This design comes from an exercise in tuning for small area, a short achievable clock period and few clock cycles on the open sky130 flow, not from production work. In this exercise RTL edits were held to simulation tests only and were not proved equivalent to the original.

== run A ==
==> flow/design.v (excerpt) <==
module mac #(
    parameter int DATA_WIDTH    = 32,
    parameter int ADDR_LINES    = 5
) (
    input  logic                        clk_i,
    input  logic                        rstn_i,
    input  logic [DATA_WIDTH-1:0]       signal_i,
    input  logic                        wr_en_i,
    input  logic                        last_i,
    input  logic [ADDR_LINES-1:0]       terms_i,
    output logic                        full_o,
    output logic                        empty_o,
    output logic                        idle_o,
    output logic [DATA_WIDTH-1:0]       result_o,
    output logic                        done_o
);
    localparam int D  = 8;               
    localparam int SW = 3;               
    logic [1023:0] st;       
    logic [5:0]    count;
    logic          run;      
    logic          zrun;     
    logic [2:0]    g;        
    wire           busy = run | zrun;
    wire           wr   = wr_en_i & ~busy & ~count[5];
    always_ff @(posedge clk_i)
        for (int b = 0; b < 4; b++)
            if ((wr && count[4:3] == 2'(b)) || (run && (g == 3'(b) || (pr != 3'd0 && nl[4:3] == 2'(b))))) begin
                st[b*256 +: 224]     <= st[b*256+32 +: 224];
                st[b*256+224 +: 32]  <= run ? st[b*256 +: 32] : signal_i;
            end
  ...
Size: about 1700 flip-flops, ~77 I/O pins, ~77000 um2 of cells after synthesis.
clock: 6.0 ns
lec_check: 0
cap_margin: 20
core_margin: 2
core_utilization: 65
cts_cluster_diameter: 100
cts_cluster_size: 24
setup_slack_margin: 3.3
slew_margin: 20
run.sh (not shown) runs the stock make flow with config.mk's settings and CLKGATE_MAP_FILE= SYNTH_SCRIPT=/design/flow/synth_recipe.tcl, a recipe that flattens the netlist after the stock synthesis.
In summary, run A completed successfully, with a layout that passed the timing, DRC and antenna checks.
Testbench counts of run A, summed over its fixed seeds: cycles 14,498.
## Diff of input files: run B against run A
Settings: CORE_UTILIZATION now 60, was 65; SETUP_SLACK_MARGIN now 3.1, was 3.3; CTS_CLUSTER_DIAMETER no longer set, was 100; CTS_CLUSTER_SIZE no longer set, was 24.
## What came out
- Per the final summary, run B finished and its layout is clean on timing, DRC and antenna.
- Changes observed in run B relative to run A: die footprint has increased; overall die height has increased; sum of met3 wire segment lengths after detailed routing has decreased; placed wire-length estimate after detailed placement has decreased.
- Across both runs, global-route usage was lower for run B than for run A.
- Against run A as the reference, run B delivers a higher slew at the pin with the worst max-slew slack.
- Area: run B vs run A -> run B larger
- Looking at run A and run B, the setup slack is a wash.
- Compared with run A, run B shows multi-input logic portion of the cell area lower by 1.6 points.
- There was hardly any difference in multi-input combinational gate total between run B and run A.
> inputs changed (run B -> run C)
Settings: CTS_CLUSTER_SIZE: unset -> 24; SETUP_SLACK_MARGIN: 3.1 -> 3.25; CTS_CLUSTER_DIAMETER: unset -> 80; CORE_UTILIZATION: 60 -> 65.
==> results.txt <==
[compare] base=run B new=run C: wire length reported by the detailed router now larger; relative slew slack now larger.
Taking run B as the reference, in run C area of all placed cells without fillers -about 2.6%; via count increased 449; global-route wire length before repair shows an increase of about 1.2%.
What run D does differently from run C at the input level:
Settings: a change of CTS_CLUSTER_SIZE from 24 to 22; a change of SETUP_SLACK_MARGIN from 3.25 to 3.2; a change of CORE_UTILIZATION from 65 to 67.
- [compare] base=run C new=run D: distinct cell type count of the synthesized netlist flat, half-perimeter wire length of the detailed placement result barely changed, wire length of the first global-routing pass now sits higher.
- Looking at final standard cell area without fillers, run D sits below run C.
- Comparing run C and run D, the lower post-layout worst setup margin is on run D.
- Core utilization: run D higher than run C
- Summary — pin count of the biggest net entering global routing, run D relative to run C: higher, by 29.
- Between run C and run D, met2 wire length increased.
- The total via count after detailed routing reported for run D is greater than that of run C by 242.
#### Input delta (run E over run D)
Settings: CTS_CLUSTER_DIAMETER changed from 80 to 100.
[summary]
Relative to run D, the wire length on met2 measured on run E has decreased slightly.
The global-route usage in run E sits 0.39 points below the value recorded for run D.
From run D to run E the numbers moved as follows: total clock buffers created by CTS now sits lower, worst-margin pin slew now sits at about the same level, post-CTS setup-driven buffer insertion count now sits lower.
Run D -> run E: post-layout net count flat
Run D → run E: post-cts sizing count went up by about 0.55%; worst setup slack after layout went up by 58 ps.

mac again, from the RTL that the note above started with.
clock: 6.0 ns
lec_check: 0
abc_area: 1
cap_margin: 20
core_margin: 2
core_utilization: 65
cts_cluster_diameter: 100
cts_cluster_size: 24
setup_slack_margin: 3.1
slew_margin: 20
Testbench counts at the start, summed over its fixed seeds: cycles 14,498.
Edit:
ABC_AREA = default   (was 1)
CTS_CLUSTER_DIAMETER = 80   (was 100)
SETUP_SLACK_MARGIN = 3.2   (was 3.1)
Effect: Via count shrinks by 0.72%. Global-route usage came out lower by 0.52 points. Maximum frequency increases by 6.3%. Area after synthesis increases by 3.0%. Worst hold slack is better by 0.032 ns. Register-to-register slack improved by 0.18 ns. Count of clock-buffer cells in the layout came out higher by 2. Sequential share of layout area shrinks by 1.6 points. Synthesized cell count came out lower by 3.6%. Wire length barely changes. Cell area went up by 3.0%.
Edit:
CTS_CLUSTER_DIAMETER = 100   (was 80)
SETUP_SLACK_MARGIN = 3.1   (was 3.2)
The changed run went through all stages and came out clean; global-route usage shrinks by 0.22 points; non-clock buffer count shrinks by 15; die area stays the same; fmax shrinks by 1.6%; wire length shrinks by 0.98%; clock-buffer cell count shrinks by 2; synthesized cell count stays the same; design area shrinks by 0.61%; worst hold slack loses 0.015 ns.
Edit:
SETUP_SLACK_MARGIN = 3.0   (was 3.1)
Result: Via count hardly moves; hold slack is better by 0.0053 ns; area after synthesis stays the same; first-iteration DRC count goes down by 2.4%; clock-buffer cell count is unchanged; worst setup slack is worse by 0.13 ns.

port drivers added, routing unchanged:
The results above use ideal ports. As a check the final layouts listed here were re-extracted and re-timed, cells and wires unchanged.
Step 1 sets driving cells, clkbuf_16 on the clock port and buf_2 on the other inputs (assumed; they add their load-dependent delay and slew).
Step 2 times the ports against the registers' clock, not the clock port: input delays grow and output delays shrink by t, the midpoint of the rising clock arrivals with the driver on.
Three values: no drivers, after step 1, after step 2; two values: the first two.
| run | shift t [ns] | setup WS [ns] | hold WS [ns] | worst setup path at the end | pins driven straight from the clock port |
|---|---|---|---|---|---|
| run A | 0.783 | 3.140 / 3.140 / 2.546 | 0.322 / 0.322 / 0.322 | input to register | 1 |
| run B | 0.877 | 3.137 / 3.062 / 2.185 | 0.320 / 0.320 / 0.320 | input to register | 1 |
| run C | 0.796 | 3.165 / 3.165 / 2.513 | 0.328 / 0.328 / 0.328 | input to register | 1 |
| run D | 0.784 | 3.088 / 3.088 / 2.473 | 0.317 / 0.317 / 0.317 | input to register | 1 |
| run E | 0.775 | 3.146 / 3.146 / 2.458 | 0.326 / 0.326 / 0.326 | input to register | 1 |
| the first run of note 2 | 0.785 | 2.991 / 2.991 / 2.529 | 0.297 / 0.297 / 0.297 | input to register | 1 |
| the second run of note 2 | 0.801 | 3.169 / 3.169 / 2.418 | 0.329 / 0.329 / 0.329 | input to register | 1 |
| the third run of note 2 | 0.782 | 3.122 / 3.063 / 2.314 | 0.314 / 0.314 / 0.314 | input to register | 1 |
| the fourth run of note 2 | 0.774 | 2.995 / 2.949 / 2.174 | 0.320 / 0.320 / 0.320 | input to register | 1 |
After both steps every run listed still meets setup and hold. The setup slack of run B, which loses most, moves by -0.075 ns with the drivers and by -0.952 ns with both steps.
